What follows belongs to an exercise in optimizing a design on an open flow for small area, a short achievable clock period and few clock cycles per item; a production flow would make more cautious choices.
The RTL was checked by simulation tests, not by an equivalence proof against the original design.

==> flow/design.v <==
module booth_1bit #(parameter WIDTH=32) (
  input   [WIDTH-1:0] x,
  input   [      2:0] s,
  output  [  WIDTH:0] psum,  
  output              clow   
);
  wire y_add,y,y_sub;  
  wire sel_negative,sel_double_negative,sel_positive,sel_double_positive;
  assign {y_add,y,y_sub} = s;
  assign sel_negative =  y_add & (y & ~y_sub | ~y & y_sub);
  assign sel_positive = ~y_add & (y & ~y_sub | ~y & y_sub);
  assign sel_double_negative =  y_add & ~y & ~y_sub;
  assign sel_double_positive = ~y_add &  y &  y_sub;
  assign psum = sel_double_negative ? ~{x, 1'b0} : 
            (sel_double_positive ?  {x, 1'b0} :
            (sel_negative ? ~{x[WIDTH-1],x} :
            (sel_positive ?  {x[WIDTH-1],x} : {(WIDTH+1){1'b0}})));
  assign clow = sel_double_negative | sel_negative;
endmodule
module booth #(
  parameter INXY_W = 66 ,
  parameter PSUM_W = INXY_W*2,
  parameter PSUM_N = INXY_W/2
)(
  input  [INXY_W-1:0] x,
  input  [INXY_W-1:0] y,
  output [PSUM_N-1:0][PSUM_W-1:0] psum  
);
  logic [PSUM_N-1:0][INXY_W:0] psum_raw;
  logic [PSUM_N-1:0]          clow_raw;
  booth_1bit #(.WIDTH (INXY_W)) B_0(.x (x),.s ({y[1:0], 1'b0}),.psum (psum_raw[0]), .clow(clow_raw[0]));
  assign psum[0] = {{(INXY_W-1){psum_raw[0][INXY_W]}}, psum_raw[0]};   
  for(genvar i=1; i<PSUM_N; i=i+1) begin: gen_shift_partial_sum
    booth_1bit #(.WIDTH (INXY_W)) B_(.x (x),.s (y[2*i+1 : 2*i-1]),.psum (psum_raw[i]), .clow(clow_raw[i]));
    assign psum[i] = {{(INXY_W-1-2*i){psum_raw[i][INXY_W]}}, psum_raw[i], 1'b0, clow_raw[i-1], {(2*i-2){1'b0}}};
  end
endmodule
module csa_nbit#(
  parameter N = 64
)(
  input  [N-1:0] i_a, 
  input  [N-1:0] i_b, 
  input  [N-1:0] i_c, 
  output [N-1:0] o_s, 
  output [N-1:0] o_c
);
  wire [N-1:0] p;
  wire [N-1:0] g;
  genvar i;
  generate
    for(i=0; i<N; i=i+1)begin:csa
      assign g[i] = i_a[i] & i_b[i];
      assign p[i] = i_a[i] ^ i_b[i];
      assign o_s[i] = p[i] ^ i_c[i];
      assign o_c[i] = i_c[i] & p[i] | g[i] ;
    end
  endgenerate
endmodule
module rca_nbit#(
  parameter N = 64
)(
  input  [N-1:0] i_a, 
  input  [N-1:0] i_b, 
  input          i_c, 
  output [N-1:0] o_s, 
  output         o_c
);
  wire [N-1:0] p;
  wire [N-1:0] g;
  /*verilator lint_off UNOPTFLAT*/
  wire [N:0] c;
  /*verilator lint_on UNOPTFLAT*/
  for(genvar i=0; i<N; i=i+1)begin:csa
    assign g[i]   = i_a[i] & i_b[i];
    assign p[i]   = i_a[i] ^ i_b[i];
    assign c[i+1] = c[i] & p[i] | g[i];
    assign o_s[i] = p[i] ^ c[i];
  end
  assign c[0] = i_c;
  assign o_c = c[N];
endmodule
module wallace_tree_33 #(
  parameter WIDTH=132
) (
  input  [32:0][WIDTH-1:0] in,
  output [1:0][WIDTH-1:0] out
);
  wire  [WIDTH-1:0] s_row1[11:0];
  wire  [WIDTH-1:0] c_row1[11:0];
  wire  [WIDTH-1:0] c_row1_shift[11:0];
  wire  [WIDTH-1:0] s_row2[6:0];
  wire  [WIDTH-1:0] c_row2[6:0];
  wire  [WIDTH-1:0] c_row2_shift[6:0];
  wire  [WIDTH-1:0] s_row3[4:0];
  wire  [WIDTH-1:0] c_row3[4:0];
  wire  [WIDTH-1:0] c_row3_shift[4:0];
  wire  [WIDTH-1:0] s_row4[2:0];
  wire  [WIDTH-1:0] c_row4[2:0];
  wire  [WIDTH-1:0] c_row4_shift[2:0];
  wire  [WIDTH-1:0] s_row5[1:0];
  wire  [WIDTH-1:0] c_row5[1:0];
  wire  [WIDTH-1:0] c_row5_shift[1:0];
  wire  [WIDTH-1:0] s_row6, c_row6, c_row6_shift;
  wire  [WIDTH-1:0] s_row7, c_row7, c_row7_shift;
  wire  [WIDTH-1:0] s_row8, c_row8, c_row8_shift;
  for(genvar i=0; i<11; i=i+1)begin: csa_row1
    csa_nbit #(.N(WIDTH)) csa_row1  (in[3*i] , in[3*i+1] , in[3*i+2] , s_row1[i], c_row1[i]);
    assign c_row1_shift[i] = {c_row1[i][WIDTH-2:0], 1'b0};
  end
  csa_nbit #(.N(WIDTH)) csa_row2_0  (s_row1[0]      , c_row1_shift[0],  s_row1[1]      ,  s_row2[0], c_row2[0]);
  csa_nbit #(.N(WIDTH)) csa_row2_1  (c_row1_shift[1], s_row1[2]      ,  c_row1_shift[2],  s_row2[1], c_row2[1]);
  csa_nbit #(.N(WIDTH)) csa_row2_2  (s_row1[3]      , c_row1_shift[3],  s_row1[4]      ,  s_row2[2], c_row2[2]);
  csa_nbit #(.N(WIDTH)) csa_row2_3  (c_row1_shift[4], s_row1[5]      ,  c_row1_shift[5],  s_row2[3], c_row2[3]);
  csa_nbit #(.N(WIDTH)) csa_row2_4  (s_row1[6]      , c_row1_shift[6],  s_row1[7]      ,  s_row2[4], c_row2[4]);
  csa_nbit #(.N(WIDTH)) csa_row2_5  (c_row1_shift[7], s_row1[8]      ,  c_row1_shift[8],  s_row2[5], c_row2[5]);
  csa_nbit #(.N(WIDTH)) csa_row2_6  (s_row1[9]      , c_row1_shift[9],  s_row1[10]     ,  s_row2[6], c_row2[6]);
  for(genvar i=0; i<7; i=i+1)begin: csa_row2_shift
    assign c_row2_shift[i] = {c_row2[i][WIDTH-2:0], 1'b0};
  end
  csa_nbit #(.N(WIDTH)) csa_row3_0  (c_row1_shift[10], s_row2[0]      , c_row2_shift[0], s_row3[0], c_row3[0]);
  csa_nbit #(.N(WIDTH)) csa_row3_1  (s_row2[1]       , c_row2_shift[1], s_row2[2]      , s_row3[1], c_row3[1]);
  csa_nbit #(.N(WIDTH)) csa_row3_2  (c_row2_shift[2] , s_row2[3]      , c_row2_shift[3], s_row3[2], c_row3[2]);
  csa_nbit #(.N(WIDTH)) csa_row3_3  (s_row2[4]       , c_row2_shift[4], s_row2[5]      , s_row3[3], c_row3[3]);
  csa_nbit #(.N(WIDTH)) csa_row3_4  (c_row2_shift[5] , s_row2[6]      , c_row2_shift[6], s_row3[4], c_row3[4]);
  for(genvar i=0; i<5; i=i+1)begin: csa_row3_shift
    assign c_row3_shift[i] = {c_row3[i][WIDTH-2:0], 1'b0};
  end
  csa_nbit #(.N(WIDTH)) csa_row4_0  (s_row3[0]       , c_row3_shift[0], s_row3[1]      , s_row4[0], c_row4[0]);
  csa_nbit #(.N(WIDTH)) csa_row4_1  (c_row3_shift[1] , s_row3[2]      , c_row3_shift[2], s_row4[1], c_row4[1]);
  csa_nbit #(.N(WIDTH)) csa_row4_2  (s_row3[3]       , c_row3_shift[3], s_row3[4]      , s_row4[2], c_row4[2]);
  for(genvar i=0; i<3; i=i+1)begin: csa_row4_shift
    assign c_row4_shift[i] = {c_row4[i][WIDTH-2:0], 1'b0};
  end
  csa_nbit #(.N(WIDTH)) csa_row5_0  (c_row3_shift[4], s_row4[0]      , c_row4_shift[0], s_row5[0], c_row5[0]);
  csa_nbit #(.N(WIDTH)) csa_row5_1  (s_row4[1]      , c_row4_shift[1], s_row4[2]      , s_row5[1], c_row5[1]);
  for(genvar i=0; i<2; i=i+1)begin: csa_row5_shift
    assign c_row5_shift[i] = {c_row5[i][WIDTH-2:0], 1'b0};
  end
  csa_nbit #(.N(WIDTH)) csa_row6    (c_row4_shift[2], s_row5[0], c_row5_shift[0], s_row6, c_row6);
  assign c_row6_shift = {c_row6[WIDTH-2:0], 1'b0};
  csa_nbit #(.N(WIDTH)) csa_row7    (s_row5[1], c_row5_shift[1], s_row6, s_row7, c_row7);
  assign c_row7_shift = {c_row7[WIDTH-2:0], 1'b0};
  csa_nbit #(.N(WIDTH)) csa_row8    (c_row6_shift, s_row7, c_row7_shift, s_row8, c_row8);
  assign c_row8_shift = {c_row8[WIDTH-2:0], 1'b0};
  assign out[1] = c_row8_shift;
  assign out[0] = s_row8;
endmodule
module mult #(
  parameter W = 64           
)(
  input             i_mulw  ,
  input             i_x_sign,
  input             i_y_sign,
  input 	[W-1:0]   i_x     ,
  input 	[W-1:0]   i_y     ,
  output 	[W-1:0]   o_hi_res,
  output 	[W-1:0]   o_lw_res
);
  localparam EXTEN_W = W + 2 ;  
  localparam PSUM_W = EXTEN_W*2;
  localparam PSUM_N = EXTEN_W/2;
  logic	[EXTEN_W-1:0] x, y;
  assign x = i_mulw ? {{(2+W/2){i_x[W/2-1]}}, i_x[W/2-1:0]} : {i_x_sign ? {2{i_x[W-1]}} : 2'b0, i_x[W-1:0]};
  assign y = i_mulw ? {{(2+W/2){i_y[W/2-1]}}, i_y[W/2-1:0]} : {i_y_sign ? {2{i_y[W-1]}} : 2'b0, i_y[W-1:0]};
  logic  [PSUM_N-1:0][PSUM_W-1:0] psum;
  booth #(
    .INXY_W(EXTEN_W),
    .PSUM_W(PSUM_W),
    .PSUM_N(PSUM_N)
  ) u_booth (
    .x   (x   ),
    .y   (y   ),
    .psum(psum)
  );
  wire [1:0][PSUM_W-1:0] tree_out;
  wallace_tree_33 #(PSUM_W) wallace_tree (.in(psum),.out(tree_out));
  logic [PSUM_W-1:0] res;
  logic carry;
  rca_nbit #(
    .N (PSUM_W)
  ) u_rca_nbit(
    .i_a (tree_out[1]),
    .i_b (tree_out[0]),
    .i_c (1'b0       ),
    .o_s (res        ),
    .o_c (carry      ));
  assign {o_hi_res, o_lw_res} = res[2*W-1:0];
endmodule
module mult_top (
  input               clk     ,
  input               rst_n   ,
  input               i_valid ,
  input               i_mulw  ,
  input               i_x_sign,
  input               i_y_sign,
  input      [63:0]   i_x     ,
  input      [63:0]   i_y     ,
  output reg          o_valid ,
  output reg [63:0]   o_hi_res,
  output reg [63:0]   o_lw_res
);
  reg        s1_valid;
  reg        s1_mulw, s1_x_sign, s1_y_sign;
  reg [63:0] s1_x, s1_y;
  always @(posedge clk or negedge rst_n) begin
    if (!rst_n) begin
      s1_valid <= 1'b0;
      o_valid  <= 1'b0;
    end else begin
      s1_valid <= i_valid;
      o_valid  <= s1_valid;
    end
  end
  always @(posedge clk) begin
    if (i_valid) begin
      s1_mulw   <= i_mulw;
      s1_x_sign <= i_x_sign;
      s1_y_sign <= i_y_sign;
      s1_x      <= i_x;
      s1_y      <= i_y;
    end
  end
  wire [63:0] hi, lw;
  mult #(.W(64)) u_mult (
    .i_mulw  (s1_mulw  ),
    .i_x_sign(s1_x_sign),
    .i_y_sign(s1_y_sign),
    .i_x     (s1_x     ),
    .i_y     (s1_y     ),
    .o_hi_res(hi       ),
    .o_lw_res(lw       )
  );
  always @(posedge clk) begin
    if (s1_valid) begin
      o_hi_res <= hi;
      o_lw_res <= lw;
    end
  end
endmodule
==> flow/run.sh <==
#!/bin/bash
# synth_recipe.tcl (not shown) runs the flow's synth.tcl, then flattens the netlist and writes it again
# the make line also repeats each setting of config.mk as NAME=value (left out here)
make -C /OpenROAD-flow-scripts/flow DESIGN_CONFIG=/design/flow/config.mk WORK_HOME=/design/flow/orfs CLKGATE_MAP_FILE= SYNTH_SCRIPT=/design/flow/synth_recipe.tcl finish
==> flow/config.mk <==
export PLATFORM = sky130hd
export DESIGN_NAME = mult_top
export DESIGN_NICKNAME = mult_top
export VERILOG_FILES = /design/flow/design.v
export SDC_FILE = /design/flow/constraint.sdc
export NUM_CORES = 4
export LEC_CHECK = 0
export CAP_MARGIN = 20
export CORE_MARGIN = 2
export CORE_UTILIZATION = 30
export PLACE_DENSITY = 0.45
export SLEW_MARGIN = 20
==> flow/constraint.sdc <==
create_clock -name core_clock -period 55.0 [get_ports {clk}]
set_input_delay 11.0000 -clock core_clock [delete_from_list [all_inputs] [get_ports {clk}]]
set_output_delay 11.0000 -clock core_clock [all_outputs]
set_load 0.01 [all_outputs]
==> notes.md <==
kinds of logic (layout without fill, tap and decap cells):
logic type | Yosys count | count (layout) | synth area share (%)
AOI/OAI and AO/OA | 2451 | 2451 | 15.9
muxes | 40 | 40 | 0.316
DFF | 261 | 261 | 6.16
xor gates and xnor gates | 2029 | 2029 | 14.0
buffers and inverters | 4121 | 3339 | 12.7
other | 0 | 12 | 0
and+or+nand+nor | 3216 | 3216 | 9.91
adders and majority gates | 2698 | 2698 | 41.0
repair_timing:
| item | 4_1_cts | 5_1_grt |
|---|---|---|
| setup endpoints to repair | 0 | 1 |
| gates resized for setup | 0 | 25 |
| setup buffers | 0 | 25 |
| endpoints found under the hold margin | 0 | 0 |
metrics by stage:
step / setup WS (ps) / area (um^2) / hold WS, ps / instances
5_1_grt: 40.0 / 137000 / 752 / 19700
2_1_floorplan: 4530 / 127000 / 920 / 14800
4_1_cts: 759 / 136000 / 744 / 19600
6_report: 1650 / 137000 / 712 / 19700
3_3_place_gp: 910 / 135000 / 726 / 19600
3_5_place_dp: 794 / 135000 / 728 / 19600
path summary, 6_finish.rpt:
| check | slack (ps) | to | from |
|---|---|---|---|
| worst max register to register | 1650 | o_hi_res[63] | s1_y[1] |
| max in group asynchronous | 44450 | s1_valid | rst_n |
| worst max-delay path | 1650 | o_hi_res[63] | s1_y[1] |
| worst min register to register | 710 | o_valid | s1_valid |
| worst min-delay path | 710 | o_valid | s1_valid |
| min in group asynchronous | 10420 | s1_valid | rst_n |
flip-flops by register name (all words and copies together) (netlist names):
register,flops
s1_x_sign,1
s1_y_sign,1
o_hi_res,64
s1_x,64
s1_y,64
s1_mulw,1
o_lw_res,64
o_valid,1
s1_valid,1
cell usage in the layout (no fill, tap or decap), types with 117 or more instances in the layout:
cell type	instances
nor2_1	2145
buf_4	559
a21oi_1	159
inv_1	2409
o22ai_1	117
edfxtp_1	259
xor2_1	817
a221o_1	171
xnor2_1	1175
a221oi_1	1070
fa_1	2435
o21ai_0	129
nand2_1	835
ha_1	257
clkdlybuf4s50_1	261
a22oi_1	120
o221ai_1	537
area by class of cell:
class / count / area (um^2) / area share, %
inverter: 2414 / 9070 / 6.63
tap: 5640 / 7060 / 5.16
antenna: 12 / 30.0 / 0.0220
timing repair buffer: 841 / 7170 / 5.24
clock inverter: 31 / 373 / 0.273
multi-input combinational: 10400 / 104000 / 76.1
clock buffer: 53 / 1160 / 0.845
sequential: 261 / 7830 / 5.73
per-layer routing:
layer	global-route usage, %	up-vias
li1	-	45800
met1	39.9	57100
met2	43.2	6293
met3	7.81	1098
met4	14.0	48
met5	0	-
worst register-to-register path: cells and delay by family, from the launching register on:
family	cells	cell delay (ps)
DFF	1	480
and+or+nand+nor	1	260
adders and majority gates	125	50470
xor gates and xnor gates	5	1070
AOI/OAI and AO/OA	1	140
buffers and inverters	6	610
==> flow_summary.toml <==
[run_status]
status = "no timing/DRC/antenna violations"

[placed_design]
hpwl_um = 485000
io_buffers = 262
gp_congestion = 0.981

[timing]
fin_crit_sh_pct = 97.0
min_period_ps = 53350
fin_tns_setup_ps = 0
slew_headroom_pct = 21.1
skew_ps = 67.9
slew_viol_final = 0
worstMarginPinSlew_ps = 1180
hold_viol = 0
rsz0062_at_grt = "no"
finalSetupViolations = 0
fmax_mhz = 18.7

[clocking]
cts_root_buf = "clkbuf_16"
cts_tree = "done"
clk_path_buf_depth = 3
cts_made_buffers = 45
ctsHoldBuffers = 0
htreeDepth = 2
cts_num_sinks = 261
clk_latency_ps = 790
clk_pin_slew_ps = 70

[global_route]
grt_max_degree = 113
grt_pass1_vias = 108000
overflow = 0
grt_usage_pct = 29.4
grt_pass1_wl_um = 894000
antenna_found_initial = 47

[cells_and_area]
layout.nets = 16800
drive_gt1_share_pct = 6.04
synthToLayoutAreaGrowth_pct = 7.67
fin_util_pct = 32.5
num-fill-cells = 44300

[drt]
wire_per_inst_um = 32.2
top_layer_used = "met5"
wl_met2_um = 268000
wl_met3_um = 70000
wl_met1_um = 258000
viasPerCell = 5.61
final_antenna_net_count = 0
drc_errors = 0
drt_first_iter_violations = 14800
drt_wl_total_um = 634000
dr.pass1.iters = 7
vias = 110000

[setup_path]
critPathLaunchType = "flip-flop"
crit_family = "adder cells"
crit_top_cell = "fa_1"
required_ps = 55470
cpPeakStageDelay_ps = 560
critical_path.endpoint_type = "flip-flop"
crit_arrival_ps = 53820
slowest_stage = "fa_1"
critical_path_peak_fanout = 16
cp.depth = 138
ff2ff_path_depth = 138
cp_num_buf_inv = 6
critPathKind = "flip-flop to flip-flop"

[synth]
synth_cell_types = 60
synth-seq-cells = 261
yosys-top-cells-count = "2441 x fa_1, 2411 x inv_1, 2171 x nor2_1, 1187 x xnor2_1, 1132 x clkbuf_1"
synthCells = 14800
synth_nets = 17600
synthTopCellsByArea = "fa_1 38%, xnor2_1 8.2%, a221oi_1 7.4%"
synth_largest_area_cell = "fa_1"
synth.most_common_cell = "fa_1"
yosysSeqAreaShare_pct = 6.16
dominantRegCellSynth = "edfxtp_1"
yosys.area.top_type_share_pct = 38.5
yosysWarnings = 2
synthArstFlopShare_pct = 0.766
syn_area_um2 = 127000
avgSynthCellArea_um2 = 8.57
synth-edff-count = 259

[die]
die_w_um = 655
start_util_pct = 30.2
pin_count = 263
die_h_um = 655
num_rows = 238
core_um2 = 421000
dieArea_um2 = 429000

[hold_path]
holdCritPathClass = "flip-flop to flip-flop"
hold_path_depth = 0

[flow_run]
drv_cap = 0
Testbench counts, summed over its fixed seeds: cycles 15,012, items 15,000.

-- port drivers added, routing unchanged --
No port has a modelled driver above. Below, the same layout with a new extraction and two added sets of constraints. Step 1, drivers: a clkbuf_16 drives clk and a buf_2 each remaining input, both assumed. Step 2, shift: input delay + t, output delay - t, t = (earliest + latest rising clock arrival at the registers) / 2. This alone moves slack from input paths to output paths. Three values: ideal, step 1, step 2; two values: the first two.
t (ns): 0.871
setup WS [ns]: 1.652 / 1.652 / 1.652
slew at the worst register clock pin (ns): 0.09 / 0.09
worst data-port slew with drivers (ns): 0.16
After both steps setup and hold are still met in this run. The setup slack of this run moves by 0.000 ns with the drivers and by 0.000 ns with both steps.
